Context: an optimization exercise on an open-source flow, tuned for a short achievable clock period and few clock cycles. The choices shown serve that exercise and are no tape-out recipe. For this run, only the layout was checked, not whether the RTL still works. Power is estimated from default activity; no workload was simulated.

==> design.v <==
`timescale 1ns / 1ps
 `timescale 1ns / 1ps
module pc_reg(
	input wire clk,
	input wire rst,
	input wire stall,
	input wire branch_flag_i,
	input wire[31:0] branch_target_i,
	output reg[31:0] pc,
	output reg ce
);
	always @ (posedge clk) begin
		if (ce == 1'b0) begin
			pc <= 32'h00000000;
		end else if (stall == 1'b1) begin
			pc <= pc;
		end else begin
			if (branch_flag_i == 1'b1) begin
				pc <= {branch_target_i[31:2], 2'b00};
			end else begin
	 			pc <= pc + 4'h4;
	 		end
		end
	end
	always @ (posedge clk) begin
		if (rst == 1'b1) begin
			ce <= 1'b0;
		end else begin
			ce <= 1'b1;
		end
	end
endmodule
 `timescale 1ns / 1ps
module if_id(
	input wire clk,
	input wire rst,
	input wire stall,
	input wire is_in_delay,
	input wire[31:0] if_pc,
	input wire[31:0] if_inst,
	output reg[31:0] id_pc,
	output reg[31:0] id_inst
);
	always @ (posedge clk) begin
		if (rst == 1'b1) begin
			id_pc <= 32'h00000000;
			id_inst <= 32'h00000000;
		end else if (stall == 1'b0) begin
		 	id_pc <= if_pc;
		 	if (is_in_delay == 1'b0) id_inst <= if_inst;
		 	else id_inst <= 32'b0;
		end
	end
endmodule
 `timescale 1ns / 1ps
module id(
	input wire rst,
	input wire[31:0] inst,
	input wire[31:0] pc,
	input wire[31:0] reg1_data,
	input wire[31:0] reg2_data,
	input wire ex_wreg,
	input wire[31:0] ex_wdata,
	input wire[4:0] ex_waddr,
	input wire ex_is_load,
	input wire mem_wreg,
	input wire[31:0] mem_wdata,
	input wire[4:0] mem_waddr,
	output reg wreg,
	output reg[4:0] waddr,
	output reg[31:0] op1,
	output reg[31:0] op2,
	output reg[3:0] alu_op,
	output reg[4:0] reg1_addr,
	output reg[4:0] reg2_addr,
	output reg reg1_read,
	output reg reg2_read,
	output reg branch_flag_o,
	output reg[31:0] branch_target_address_o,
	output reg next_inst_in_delay,
	output reg ram_wreg,
	output reg[31:0] ram_addr,
	output reg[2:0] ld_type,
	output reg[31:0] read_addr,
	output reg stall
);
	wire[6:0] opcode = inst[6:0];
	wire[4:0] rs1 = inst[19:15];
	wire[4:0] rs2 = inst[24:20];
	wire[4:0] rd = inst[11:7];
	wire[2:0] fun3 = inst[14:12];
	reg[31:0] imm;
	reg[31:0] num1;
	reg[31:0] num2;
	always @ (*) begin
		if ((ex_wreg == 1'b1) && (ex_waddr == rs1) && (rs1 != 5'b0)) begin
			num1 = ex_wdata;
		end else if ((mem_wreg == 1'b1) && (mem_waddr == rs1) && (rs1 != 5'b0)) begin
			num1 = mem_wdata;
		end else begin
			num1 = reg1_data;
		end
		if ((ex_wreg == 1'b1) && (ex_waddr == rs2) && (rs2 != 5'b0)) begin
			num2 = ex_wdata;
		end else if ((mem_wreg == 1'b1) && (mem_waddr == rs2) && (rs2 != 5'b0)) begin
			num2 = mem_wdata;
		end else begin
			num2 = reg2_data;
		end
	end
	always @ (*) begin
		alu_op = 4'b1111;
		wreg = 1'b0;
		waddr = 5'b00000;
		imm = 32'h00000000;
		reg1_addr = rs1;
		reg2_addr = rs2;
		reg1_read = 1'b0;
		reg2_read = 1'b0;
		ram_wreg = 1'b0;
		ram_addr = 32'h00000000;
		branch_target_address_o = 32'h00000000;
		branch_flag_o = 1'b0;
		next_inst_in_delay = 1'b0;
		ld_type = 3'b111;
		read_addr = 32'h00000000;
		stall = 1'b0;
		if (rst == 1'b1) begin
			reg1_addr = 5'b00000;
			reg2_addr = 5'b00000;
		end else begin
			case (opcode)
				7'b0010011: begin
					reg1_read = 1'b1;
					waddr = rd;
					wreg = 1'b1;
					alu_op = {(fun3 == 3'b101) ? inst[30] : 1'b0, fun3};
					if (fun3 == 3'b001 || fun3 == 3'b101) begin
						imm = {27'h0, inst[24:20]};
					end else begin
						imm = {{20{inst[31]}}, inst[31:20]};
					end
				end
				7'b0110011: begin
					reg1_read = 1'b1;
					reg2_read = 1'b1;
					waddr = rd;
					wreg = 1'b1;
					alu_op = {inst[30], fun3};
				end
				7'b1100011: begin
					imm = {{20{inst[31]}}, inst[7], inst[30:25], inst[11:8], 1'b0};
					reg1_read = 1'b1;
					reg2_read = 1'b1;
					branch_target_address_o = pc + imm;
					case (fun3)
						3'b000: if (num1 == num2) branch_flag_o = 1'b1;
						3'b001: if (num1 != num2) branch_flag_o = 1'b1;
						3'b100: if ($signed(num1) < $signed(num2)) branch_flag_o = 1'b1;
						3'b101: if ($signed(num1) >= $signed(num2)) branch_flag_o = 1'b1;
						3'b110: if (num1 < num2) branch_flag_o = 1'b1;
						3'b111: if (num1 >= num2) branch_flag_o = 1'b1;
						default: ;
					endcase
					next_inst_in_delay = branch_flag_o;
				end
				7'b0110111: begin
					wreg = 1'b1;
					imm = {inst[31:12], 12'b0};
					waddr = rd;
					alu_op = 4'b1001;
				end
				7'b0010111: begin
					wreg = 1'b1;
					imm = {inst[31:12], 12'b0} + pc;
					waddr = rd;
					alu_op = 4'b1001;
				end
				7'b0100011: begin
					case (fun3)
						3'b000: alu_op = 4'b1010;
						3'b001: alu_op = 4'b1011;
						3'b010: alu_op = 4'b1100;
						default: ;
					endcase
					reg1_read = 1'b1;
					reg2_read = 1'b1;
					ram_wreg = 1'b1;
					imm = {{21{inst[31]}}, inst[30:25], inst[11:7]};
					ram_addr = num1 + imm;
				end
				7'b1101111: begin
					wreg = 1'b1;
					branch_flag_o = 1'b1;
					waddr = rd;
					imm = pc + 32'd4;
					next_inst_in_delay = 1'b1;
					branch_target_address_o = pc + {{12{inst[31]}}, inst[19:12], inst[20], inst[30:21], 1'b0};
					alu_op = 4'b1110;
				end
				7'b1100111: begin
					wreg = 1'b1;
					branch_flag_o = 1'b1;
					waddr = rd;
					reg1_read = 1'b1;
					imm = pc + 32'd4;
					next_inst_in_delay = 1'b1;
					branch_target_address_o = num1 + {{21{inst[31]}}, inst[30:20]};
					alu_op = 4'b1110;
				end
				7'b0000011: begin
					wreg = 1'b1;
					waddr = rd;
					ld_type = fun3;
					reg1_read = 1'b1;
					read_addr = num1 + {{21{inst[31]}}, inst[30:20]};
				end
				default: begin
				end
			endcase
			if (ex_is_load && (ex_waddr != 5'b0) &&
			    ((reg1_read && (ex_waddr == rs1)) || (reg2_read && (ex_waddr == rs2)))) begin
				stall = 1'b1;
				alu_op = 4'b1111;
				wreg = 1'b0;
				waddr = 5'b00000;
				ram_wreg = 1'b0;
				ld_type = 3'b111;
				branch_flag_o = 1'b0;
				next_inst_in_delay = 1'b0;
			end
		end
	end
	always @ (*) begin
		if (rst == 1'b1) begin
			op1 = 32'h00000000;
		end else if (reg1_read == 1'b1) begin
			op1 = num1;
		end else begin
			op1 = 32'h00000000;
		end
	end
	always @ (*) begin
		if (rst == 1'b1) begin
			op2 = 32'h00000000;
		end else if (reg2_read == 1'b1) begin
			op2 = num2;
		end else begin
			op2 = imm;
		end
	end
endmodule
 `timescale 1ns / 1ps
module id_ex(
	input wire clk,
	input wire rst,
	input wire[3:0] id_aluop,
	input wire[31:0] id_op1,
	input wire[31:0] id_op2,
	input wire[4:0] id_waddr,
	input wire id_wreg,
	input wire[2:0] id_ld_type,
	input wire[31:0] id_read_addr,
	input wire id_ram_wreg,
	input wire[31:0] id_ram_waddr,
	output reg[3:0]         ex_aluop,
	output reg[31:0]           ex_op1,
	output reg[31:0]           ex_op2,
	output reg[4:0]       ex_waddr,
	output reg                    ex_wreg,
	output reg ex_ram_wreg,
	output reg[31:0] ex_ram_waddr,
	output reg[2:0] ex_ld_type,
	output reg[31:0] ex_read_addr
);
	always @ (posedge clk) begin
		if (rst == 1'b1) begin
			ex_aluop <= 4'b1111;
			ex_op1 <= 32'h00000000;
			ex_op2 <= 32'h00000000;
			ex_waddr <= 5'b00000;
			ex_wreg <= 1'b0;
			ex_ram_waddr <= 32'h00000000;
			ex_ram_wreg <= 1'b0;
			ex_ld_type <= 3'b111;
			ex_read_addr <= 32'h00000000;
		end else begin		
			ex_aluop <= id_aluop;
			ex_op1 <= id_op1;
			ex_op2 <= id_op2;
			ex_waddr <= id_waddr;
			ex_wreg <= id_wreg;	
			ex_ram_wreg <= id_ram_wreg;
			ex_ram_waddr <= id_ram_waddr;
			ex_ld_type <= id_ld_type;
			ex_read_addr <= id_read_addr;
		end
	end
endmodule
 `timescale 1ns / 1ps
module ex(
	input wire rst,
	input wire[3:0] alu_op,
	input wire wreg,
	input wire[4:0] waddr,
	input wire[31:0] op1,
	input wire[31:0] op2,
	input wire ram_wreg,
	input wire[31:0] ram_waddr,
	input wire[2:0] ld_type,
	input wire[31:0] read_addr,
	output reg[4:0] waddr_o,
	output reg[31:0] wdata_o,
	output reg wreg_o,
	output reg ram_wreg_o,
	output reg[31:0] ram_waddr_o,
	output reg[31:0] ram_wdata_o,
	output reg[2:0] ld_type_o,
	output reg[31:0] read_addr_o
);
	reg[31:0] AluOut;
	reg[31:0] RamData;
	always @ (*) begin
		AluOut = 32'h00000000;
		RamData = 32'h00000000;
		if (rst == 1'b0) begin
			case (alu_op)
				4'b0000: AluOut = op1 + op2;
				4'b1000: AluOut = op1 - op2;
				4'b0111: AluOut = op1 & op2;
				4'b0110 : AluOut = op1 | op2;
				4'b0100: AluOut = op1 ^ op2;
				4'b0010: AluOut = ($signed(op1) < $signed(op2)) ? 32'b1 : 32'b0;
				4'b0011: AluOut = (op1 < op2) ? 32'b1 : 32'b0;
				4'b0001: AluOut = op1 << op2[4:0];
				4'b0101: AluOut = op1 >> op2[4:0];
				4'b1101: AluOut = $signed(op1) >>> op2[4:0];
				4'b1001: AluOut = op2;
				4'b1011: RamData = {16'h0, op2[15:0]};
				4'b1010: RamData = {24'h0, op2[7:0]};
				4'b1100: RamData = op2;
				4'b1110: AluOut = op2;
				default: AluOut = 32'h00000000;
			endcase
		end
	end
	always @ (*) begin
		waddr_o = waddr;
		wreg_o = wreg;
		wdata_o = AluOut;
		ram_wdata_o = RamData;
		ram_waddr_o = ram_waddr;
		ram_wreg_o = ram_wreg;
		ld_type_o = ld_type;
		read_addr_o = read_addr;
	end
endmodule
 `timescale 1ns / 1ps
module ex_mem(
	input wire clk,
	input wire rst,
	input wire[4:0] ex_waddr,
	input wire ex_wreg,
	input wire[31:0]	ex_wdata,
	input wire[2:0] ex_ld_type,
	input wire[31:0] ex_read_addr,
	output reg[4:0] mem_waddr,
	output reg mem_wreg,
	output reg[31:0] mem_wdata,
	input wire ex_ram_wreg,
	input wire[31:0] ex_ram_waddr,
	input wire[31:0] ex_ram_wdata,
	output reg mem_ram_wreg,
	output reg[31:0] mem_ram_wdata,
	output reg[31:0] mem_ram_waddr,
	output reg[2:0] mem_ld_type,
	output reg[31:0] mem_read_addr
);
	always @ (posedge clk) begin
		if(rst == 1'b1) begin
			mem_waddr <= 5'b00000;
			mem_wreg <= 1'b0;
		 	mem_wdata <= 32'h00000000;	
		 	mem_ram_waddr <= 32'h00000000;
		 	mem_ram_wdata <= 32'h00000000;
		 	mem_ram_wreg <= 1'b0;
		 	mem_ld_type <= 3'b111;
		 	mem_read_addr <= 32'h00000000;
		end else begin
			mem_waddr <= ex_waddr;
			mem_wreg <= ex_wreg;
			mem_wdata <= ex_wdata;
			mem_ram_waddr <= ex_ram_waddr;
			mem_ram_wdata <= ex_ram_wdata;
			mem_ram_wreg <= ex_ram_wreg;
			mem_ld_type <= ex_ld_type;
			mem_read_addr <= ex_read_addr;
		end     
	end       
endmodule
 `timescale 1ns / 1ps
module mem(
	input wire rst,
	input wire[4:0] waddr,
	input wire wreg,
	input wire[31:0] wdata,
	input wire[2:0] ld_type,
	input wire[31:0] read_addr,
	input wire[31:0] rdata,
	input wire[31:0] ram_wdata_i,
	input wire[31:0] ram_waddr_i,
	input wire ram_wreg_i,
	output reg[4:0] waddr_o,
	output reg wreg_o,
	output reg[31:0] wdata_o,
	output reg[31:0] ram_waddr,
	output reg[31:0] ram_wdata,
	output reg ram_wreg,
	output reg[31:0] raddr
);
	always @ (*) begin
		raddr = read_addr;
		if (rst == 1'b1) begin
			waddr_o = 5'b00000;
			wreg_o = 1'b0;
			wdata_o = 32'h00000000;
			ram_waddr = 32'h00000000;
			ram_wdata = 32'h00000000;
			ram_wreg = 1'b0;
		end else begin
			waddr_o = waddr;
			wreg_o = wreg;
			case (ld_type)
				3'b000: wdata_o = {{25{rdata[7]}}, rdata[6:0]};
				3'b010: wdata_o = rdata;
				3'b001: wdata_o = {{17{rdata[15]}}, rdata[14:0]};
				3'b100: wdata_o = {24'h0, rdata[7:0]};
				3'b101: wdata_o = {16'h0, rdata[15:0]};
				default: wdata_o = wdata;
			endcase
			ram_waddr = ram_waddr_i;
			ram_wdata = ram_wdata_i;
			ram_wreg = ram_wreg_i;
		end
	end
endmodule
 `timescale 1ns / 1ps
module mem_wb(
	input	wire clk,
	input wire rst,
	input wire[4:0] waddr,
	input wire wreg,
	input wire[31:0]	wdata,
	output reg[4:0] waddr_o,
	output reg wreg_o,
	output reg[31:0]	wdata_o	       
);
	always @ (posedge clk) begin
		if(rst == 1'b1) begin
			waddr_o <= 5'b00000;
			wreg_o <= 1'b0;
		  	wdata_o <= 32'h00000000;	
		end else begin
			waddr_o <= waddr;
			wreg_o <= wreg;
			wdata_o <= wdata;
		end     
	end       
endmodule
 `timescale 1ns / 1ps
module regfile(
	input wire clk,
	input wire rst,
	input wire[4:0] raddr1,
	input wire re1,
	output reg[31:0] rdata1,
	input wire[4:0] raddr2,
	input wire re2,
	output reg[31:0] rdata2,
	input wire we,
	input wire[31:0] wdata,
	input wire[4:0] waddr
);
	reg[31:0]  regs[0:31];
	always @ (posedge clk) begin
		if (rst == 1'b0) begin
			if((we == 1'b1) && (waddr != 5'b0)) begin
				regs[waddr] <= wdata;
			end
		end
	end
	always @ (*) begin
		if(rst == 1'b1) begin
			rdata1 = 32'h00000000;
		end else if(raddr1 == 5'b0) begin
			rdata1 = 32'h00000000;
		end else if((raddr1 == waddr) && (we == 1'b1)
		            && (re1 == 1'b1)) begin
			rdata1 = wdata;
		end else if(re1 == 1'b1) begin
			rdata1 = regs[raddr1];
		end else begin
			rdata1 = 32'h00000000;
		end
	end
	always @ (*) begin
		if(rst == 1'b1) begin
			rdata2 = 32'h00000000;
		end else if(raddr2 == 5'b0) begin
			rdata2 = 32'h00000000;
		end else if((raddr2 == waddr) && (we == 1'b1)
		            && (re2 == 1'b1)) begin
			rdata2 = wdata;
		end else if(re2 == 1'b1) begin
			rdata2 = regs[raddr2];
		end else begin
			rdata2 = 32'h00000000;
		end
	end
endmodule
 `timescale 1ns / 1ps
module riscv(
	input wire clk,
	input wire rst,
	input wire[31:0] inst,
	output wire[31:0] inst_addr,
	output wire ce,
	input wire[31:0] rdata,
	output wire[31:0] ram_waddr,
	output wire[31:0] ram_wdata,
	output wire ram_wreg,
	output wire[31:0] raddr
);
	wire[31:0] pc;
	wire branch_flag_o;
	wire[31:0] branch_target_address_o;
	wire is_in_delay;
	wire[2:0] ld_type1;
	wire[31:0] read_addr1;
	wire[2:0] ld_type2;
	wire[31:0] read_addr2;
	wire[2:0] ld_type3;
	wire[31:0] read_addr3;
	wire[2:0] ld_type4;
	wire[31:0] read_addr4;
	wire mem_wreg_o;
	wire[31:0] mem_wdata_o;
	wire[4:0] mem_waddr_o;
	wire[31:0] id_pc_i;
	wire[31:0] id_inst_i;
	wire[31:0] id_data1_i;
	wire[31:0] id_data2_i;
	wire reg_read1;
	wire reg_read2;
	wire[4:0] reg_read1_re;
	wire[4:0] reg_read2_re;
	wire[31:0] id_op1_o;
	wire[31:0] id_op2_o;
	wire id_wreg_o;
	wire[3:0] id_aluop_o;
	wire[4:0] id_waddr_o;
	wire id_ram_wreg_o;
	wire[31:0] id_ram_addr_o;
	wire ex_wreg_i;
	wire[31:0] ex_op1_i;
	wire[31:0] ex_op2_i;
	wire[4:0] ex_waddr_i;
	wire[3:0] ex_aluop;
	wire[31:0] ex_ram_addr_i;
	wire ex_ram_wreg_i;
	wire[31:0] ex_wdata_o;
	wire ex_wreg_o;
	wire[4:0] ex_waddr_o;
	wire ex_ram_wreg_o;
	wire[31:0] ex_ram_waddr_o;
	wire[31:0] ex_ram_wdata_o;
	wire stall;
	pc_reg pc_reg0(
		.clk(clk), .rst(rst), .stall(stall),
		.pc(pc), .ce(ce),
		.branch_flag_i(branch_flag_o), .branch_target_i(branch_target_address_o)
	);
	assign inst_addr = pc;
	if_id if_id0(
		.clk(clk), .rst(rst), .stall(stall),
		.if_pc(pc), .if_inst(inst),
		.id_pc(id_pc_i), .id_inst(id_inst_i), .is_in_delay(is_in_delay)
	);
	id id0(
	.rst(rst),
	.inst(id_inst_i), .pc(id_pc_i),
	.reg1_data(id_data1_i), .reg2_data(id_data2_i),
	.wreg(id_wreg_o), .waddr(id_waddr_o),
	.op1(id_op1_o), .op2(id_op2_o), .alu_op(id_aluop_o),
	.reg1_addr(reg_read1_re), .reg2_addr(reg_read2_re),
	.reg1_read(reg_read1), .reg2_read(reg_read2),
	.ex_wreg(ex_wreg_o), .ex_wdata(ex_wdata_o), .ex_waddr(ex_waddr_o), .ex_is_load(ld_type2 != 3'b111),
	.mem_wreg(mem_wreg_o), .mem_wdata(mem_wdata_o), .mem_waddr(mem_waddr_o),
	.branch_flag_o(branch_flag_o), .branch_target_address_o(branch_target_address_o),
	.next_inst_in_delay(is_in_delay),
	.ram_wreg(id_ram_wreg_o), .ram_addr(id_ram_addr_o),
	.ld_type(ld_type1), .read_addr(read_addr1), .stall(stall)
	);
	id_ex id_ex0(
		.clk(clk), .rst(rst),
		.id_aluop(id_aluop_o),
		.id_op1(id_op1_o), .id_op2(id_op2_o),
		.id_waddr(id_waddr_o), .id_wreg(id_wreg_o),
		.ex_aluop(ex_aluop), .ex_op1(ex_op1_i), .ex_op2(ex_op2_i),
		.ex_waddr(ex_waddr_i), .ex_wreg(ex_wreg_i),
		.id_ram_wreg(id_ram_wreg_o), .id_ram_waddr(id_ram_addr_o), .ex_ram_wreg(ex_ram_wreg_i), .ex_ram_waddr(ex_ram_addr_i),
		.id_ld_type(ld_type1), .id_read_addr(read_addr1), .ex_ld_type(ld_type2), .ex_read_addr(read_addr2)
	);
	ex ex0(
		.rst(rst),
		.alu_op(ex_aluop), .wreg(ex_wreg_i), .waddr(ex_waddr_i),
		.op1(ex_op1_i), .op2(ex_op2_i),
		.waddr_o(ex_waddr_o), .wdata_o(ex_wdata_o), .wreg_o(ex_wreg_o),
		.ram_wreg(ex_ram_wreg_i), .ram_waddr(ex_ram_addr_i), .ram_wreg_o(ex_ram_wreg_o), .ram_waddr_o(ex_ram_waddr_o), .ram_wdata_o(ex_ram_wdata_o),
		.ld_type(ld_type2), .read_addr(read_addr2), .ld_type_o(ld_type3), .read_addr_o(read_addr3)
	);
	wire mem_wreg_i;
	wire[31:0] mem_wdata_i;
	wire[4:0] mem_waddr_i;
	wire mem_ram_wreg_i;
	wire[31:0] mem_ram_wdata_i;
	wire[31:0] mem_ram_waddr_i;
	ex_mem ex_mem0(
		.clk(clk), .rst(rst),
		.ex_waddr(ex_waddr_o), .ex_wreg(ex_wreg_o), .ex_wdata(ex_wdata_o),
		.mem_waddr(mem_waddr_i), .mem_wreg(mem_wreg_i), .mem_wdata(mem_wdata_i),
		.ex_ram_wdata(ex_ram_wdata_o), .ex_ram_waddr(ex_ram_waddr_o), .ex_ram_wreg(ex_ram_wreg_o),
		.mem_ram_wdata(mem_ram_wdata_i), .mem_ram_waddr(mem_ram_waddr_i), .mem_ram_wreg(mem_ram_wreg_i),
		.ex_read_addr(read_addr3), .ex_ld_type(ld_type3), .mem_read_addr(read_addr4), .mem_ld_type(ld_type4)
	);
	mem mem0(
		.rst(rst),
		.waddr(mem_waddr_i), .wreg(mem_wreg_i), .wdata(mem_wdata_i),
		.waddr_o(mem_waddr_o), .wreg_o(mem_wreg_o), .wdata_o(mem_wdata_o),
		.rdata(rdata), .ram_waddr(ram_waddr), .ram_wdata(ram_wdata), .ram_wreg(ram_wreg), .raddr(raddr),
		.ram_wdata_i(mem_ram_wdata_i), .ram_waddr_i(mem_ram_waddr_i), .ram_wreg_i(mem_ram_wreg_i),
		.ld_type(ld_type4), .read_addr(read_addr4)
	);
	wire wb_wreg;
	wire[4:0] wb_waddr;
	wire[31:0] wb_wdata;
	mem_wb mem_wb0(
		.clk(clk), .rst(rst),
		.waddr(mem_waddr_o), .wreg(mem_wreg_o), .wdata(mem_wdata_o),
		.waddr_o(wb_waddr), .wreg_o(wb_wreg), .wdata_o(wb_wdata)
	);
	regfile regfile0(
		.clk(clk), .rst(rst),
		.raddr1(reg_read1_re), .re1(reg_read1), .rdata1(id_data1_i),
		.raddr2(reg_read2_re), .re2(reg_read2), .rdata2(id_data2_i),
		.we(wb_wreg), .wdata(wb_wdata), .waddr(wb_waddr)
	);
endmodule
==> run.sh <==
#!/bin/bash
# synth_recipe.tcl (not shown) runs the flow's synth.tcl, then flattens the netlist and writes it again
# the make line also repeats each setting of config.mk as NAME=value (left out here)
make -C /OpenROAD-flow-scripts/flow DESIGN_CONFIG=/design/flow/config.mk WORK_HOME=/design/flow/orfs CLKGATE_MAP_FILE= SYNTH_SCRIPT=/design/flow/synth_recipe.tcl finish
==> config.mk <==
export PLATFORM = sky130hd
export DESIGN_NAME = riscv
export DESIGN_NICKNAME = riscv
export VERILOG_FILES = /design/flow/design.v
export SDC_FILE = /design/flow/constraint.sdc
export NUM_CORES = 4
export LEC_CHECK = 0
export CAP_MARGIN = 20
export CORE_MARGIN = 2
export CORE_UTILIZATION = 40
export SLEW_MARGIN = 20
==> constraint.sdc <==
create_clock -name core_clock -period 9.0 [get_ports {clk}]
set_input_delay 1.8000 -clock core_clock [delete_from_list [all_inputs] [get_ports {clk}]]
set_output_delay 1.8000 -clock core_clock [all_outputs]
set_load 0.01 [all_outputs]
==> impl_metrics.py <==
metrics = {
    "logic_synthesis": {
        "synth_common_cells": "1,024 x edfxtp_1, 856 x a21oi_1, 840 x nor2_1, 790 x mux2i_1, 523 x clkbuf_1",
        "synth.distinct_cells": 87,
        "syn_avg_cell_area_um2": 10.13,
        "synth-main-ff-cell": "edfxtp_1",
        "synthMuxAreaShare_pct": 11.74,
        "netlist_instances": 8217,
        "synth_top_family_by_area": "compound AO/OA/AOI/OAI gates",
        "synth_edf_count": 1024,
        "yosysTopAreaCellShare_pct": 36.95,
        "async_flop_share_pct": 0,
        "ys_seq_elements": 1435,
        "synth-xor-area-share_pct": 1.695,
        "synth_fa_ha_area_share_pct": 3.377,
        "mappedNetlistArea_mm2": 0.08321,
        "ys_warn_count": 9,
        "synth.most_common_cell": "edfxtp_1",
        "synth-simple-area-share_pct": 12.34,
        "ys_seq_area_share_pct": 46.84,
        "synth-compound-area-share_pct": 19.97,
        "synth.area.top_cells": "edfxtp_1 37%, dfxtp_1 9.9%, mux2i_1 9.5%, a21oi_1 5.1%, nor2_1 3.8%",
        "post-synth-top-area-cell": "edfxtp_1",
    },
    "final_layout": {
        "fin_area_mm2": 0.09419,
        "largest-register": "regfile0.regs",
        "largest_reg_flops": 1024,
        "syn2layout_area_growth_pct": 13.20,
        "layout-drive-gt1-share_pct": 9.099,
        "final_nets": 8496,
        "nFillCells": 19240,
    },
    "route": {
        "drc": 0,
        "post_drt_wl_per_cell_um": 32.29,
        "wl_met2_um": 157000,
        "vias_per_cell": 6.595,
        "top_layer": "met5",
        "wirelength_um": 356600,
        "m1WireLength_um": 141200,
        "num_vias": 72840,
        "dr.pass1.iters": 6,
        "route.antenna.remaining_nets": 0,
        "wl_met3_um": 35430,
        "drt_iter0_drc": 10060,
    },
    "floorplan": {
        "fp.dieH_um": 460.1,
        "start_util_pct": 40.23,
        "dieArea_mm2": 0.2117,
        "coreArea_mm2": 0.2069,
        "rows": 167,
        "die_x_um": 460.1,
        "io_pins": 196,
    },
    "timing": {
        "rsz0062_at_grt": "no",
        "period_needed_ps": 8577,
        "drv_slew": 0,
        "finClkSkew_ps": 56.61,
        "max_freq_mhz": 116.6,
        "hold_viol": 0,
        "fin_crit_sh_pct": 95.31,
        "finalSetupTns_ps": 0,
        "hold_slack_ps": 437.2,
        "tightest_slew_ps": 1303,
        "slew-limit-headroom_pct": 12.55,
        "setup_viol": 0,
    },
    "critical_path": {
        "critPathMaxFanout": 46,
        "worst_r2r_startpoint": "id_ex0.ex_op1[0]$_SDFF_PP0_",
        "crit_type": "register to register",
        "worstPathArrival_ps": 9330,
        "reg2reg_slack_ps": 420,
        "crit_family": "compound AO/OA/AOI/OAI gates",
        "worstPathRequired_ps": 9760,
        "crit_buf_inv": 5,
        "worstSetupStartpointType": "register",
        "r2r_cells": 28,
        "cpMaxStageDelayCell": "o31ai_1",
        "critPathCaptureType": "register",
        "crit_cells": 28,
        "reg2reg_to": "if_id0.id_inst[20]$_SDFFE_PP0N_",
        "max_stage_delay_ps": 1010,
    },
    "clocking": {
        "cts_root_buffer": "clkbuf_16",
        "cts.sinks": 1435,
        "cts.clk_slew.worst_paths_ps": 60,
        "cts_buffers": 162,
        "clk_path_buf_depth": 3,
        "htree_levels": 4,
        "cts_tree": "built",
        "holdBufCountCts": 0,
        "cts_setup_buffers": 0,
        "insertion_delay_ps": 870,
        "ctsResizeCount": 0,
    },
    "power_and_ir_drop": {
        "cellPowerDensity_mw_per_mm2": 156.9,
        "peakVddDrop_v": 0.0002047,
        "p_leak_nw": 31.39,
    },
    "global_route": {
        "grt_pass1_vias": 68430,
        "grt_max_degree": 165,
        "grtUsageTotal_pct": 32.54,
        "grt.overflow.total": 0,
        "grt_antenna_before_repair": 31,
        "grt_pass1_wl_um": 503100,
    },
    "hold_path": {
        "whs_endpoint": "ex_mem0.mem_read_addr[27]$_SDFF_PP0_",
        "min_path_cells": 1,
        "holdCritStartpoint": "id_ex0.ex_read_addr[27]$_SDFF_PP0_",
        "hold_path.class": "register to register",
    },
    "run_status": {
        "status": "timing/DRC/antenna clean",
    },
    "place": {
        "numPortBuffers": 193,
        "dpl_cell_area_mm2": 0.08899,
        "gp_congestion": 0.9806,
        "dp_hpwl_um": 237200,
    },
    "run": {
        "drv_cap": 0,
    },
}
where the power goes:
part,internal (W),switching (W),total (W)
sequential,0.00700,0.0000585,0.00706
combinational,0.000383,0.000803,0.00119
clock,0.00364,0.00290,0.00653
cell families after synthesis:
logic type                 Yosys count
DFF                               1435
other                                2
xor gates and xnor gates           161
and+or+nand+nor                   2190
muxes                              885
adders and majority gates          221
buffers and inverters              866
AOI/OAI and AO/OA                 2457
worst max path at each step:
stage,start,to
floorplan,id_ex0.ex_op2[2]$_SDFF_PP0_,pc_reg0.pc[10]$_SDFFE_PN0N_
global placement,rst,if_id0.id_inst[20]$_SDFFE_PP0N_
detailed placement,rst,if_id0.id_inst[20]$_SDFFE_PP0N_
CTS,id_ex0.ex_op1[0]$_SDFF_PP0_,if_id0.id_inst[20]$_SDFFE_PP0N_
global route,id_ex0.ex_op1[0]$_SDFF_PP0_,pc_reg0.pc[16]$_SDFFE_PN0N_
finish,id_ex0.ex_op1[0]$_SDFF_PP0_,if_id0.id_inst[20]$_SDFFE_PP0N_
stage by stage:
stage | std cells | setup WS, ps | utilization (%) | total power (W)
floorplan | 8250 | 1577 | - | 0.007861
global placement | 10750 | 375.0 | 43.01 | 0.008340
detailed placement | 10750 | 324.0 | 43.02 | 0.008346
CTS | 11030 | 668.7 | 45.50 | 0.01481
global route | 11040 | 18.60 | 45.52 | 0.01517
finish | 11040 | 422.5 | 45.53 | 0.01478
per-layer routing:
| metal | global-route usage (%) | vias to the layer above |
|---|---|---|
| met2 | 49.92 | 4358 |
| met1 | 42.62 | 36170 |
| li1 | - | 31330 |
| met5 | 0 | - |
| met3 | 6.917 | 966 |
| met4 | 18.22 | 20 |
worst reg2reg max path: cells and delay by family, from the launching register on:
family | cells | cell delay [ps]
DFF | 1 | 600
adders and majority gates | 3 | 920
buffers and inverters | 5 | 1070
AOI/OAI and AO/OA | 9 | 3510
and+or+nand+nor | 11 | 2390
layout make-up:
type | instances | area, µm² | area share [%]
clock buffers | 212 | 4352 | 4.620
flip-flops and latches | 1435 | 39040 | 41.44
well taps | 2704 | 3383 | 3.592
clock inverters | 74 | 792.0 | 0.8408
multi-input cells | 5949 | 41400 | 43.96
diodes | 9 | 22.52 | 0.02391
repair buffers | 492 | 4567 | 4.848
inverters | 169 | 634.4 | 0.6735
cells in the final DEF, fill, tap and decap left out, drive strengths merged, types with 42 or more instances in the layout:
master / n
nand3: 243
clkbuf: 212
mux4: 68
edfxtp: 1024
o22ai: 83
a311oi: 60
buf: 300
a31oi: 57
a21o: 67
dfxtp: 411
xor2: 62
nor2: 840
mux2i: 790
clkdlybuf4s50: 192
xnor2: 99
o21ai: 339
nand2b: 142
o211ai: 50
clkinv: 59
nand2: 416
a221oi: 169
a21oi: 856
and2: 73
and3: 47
nand4: 42
ha: 215
inv: 175
nor2b: 174
o221ai: 263
a221o: 163
nor3: 91

## port drivers added, routing unchanged
How much do the figures lean on ideal ports? The routed layout below was timed once more, with nothing changed but the port constraints.
Step 1, drivers: a clkbuf_16 drives clk and a buf_2 each remaining input, both assumed.
Step 2 times the ports against the registers' clock, not the clock port: input delays grow and output delays shrink by t, the midpoint of the rising clock arrivals with the driver on.
Slacks: no drivers / after step 1 / after step 2; pairs: no drivers / after step 1.
t, ns: 0.934
setup slack, ns: 0.423 / 0.423 / 0.013
worst slew at a driven data input, ns: 0.19
After both steps setup and hold are still met in this run. For this run, drivers alone change the setup slack by 0.000 ns; drivers and shift together by -0.410 ns.
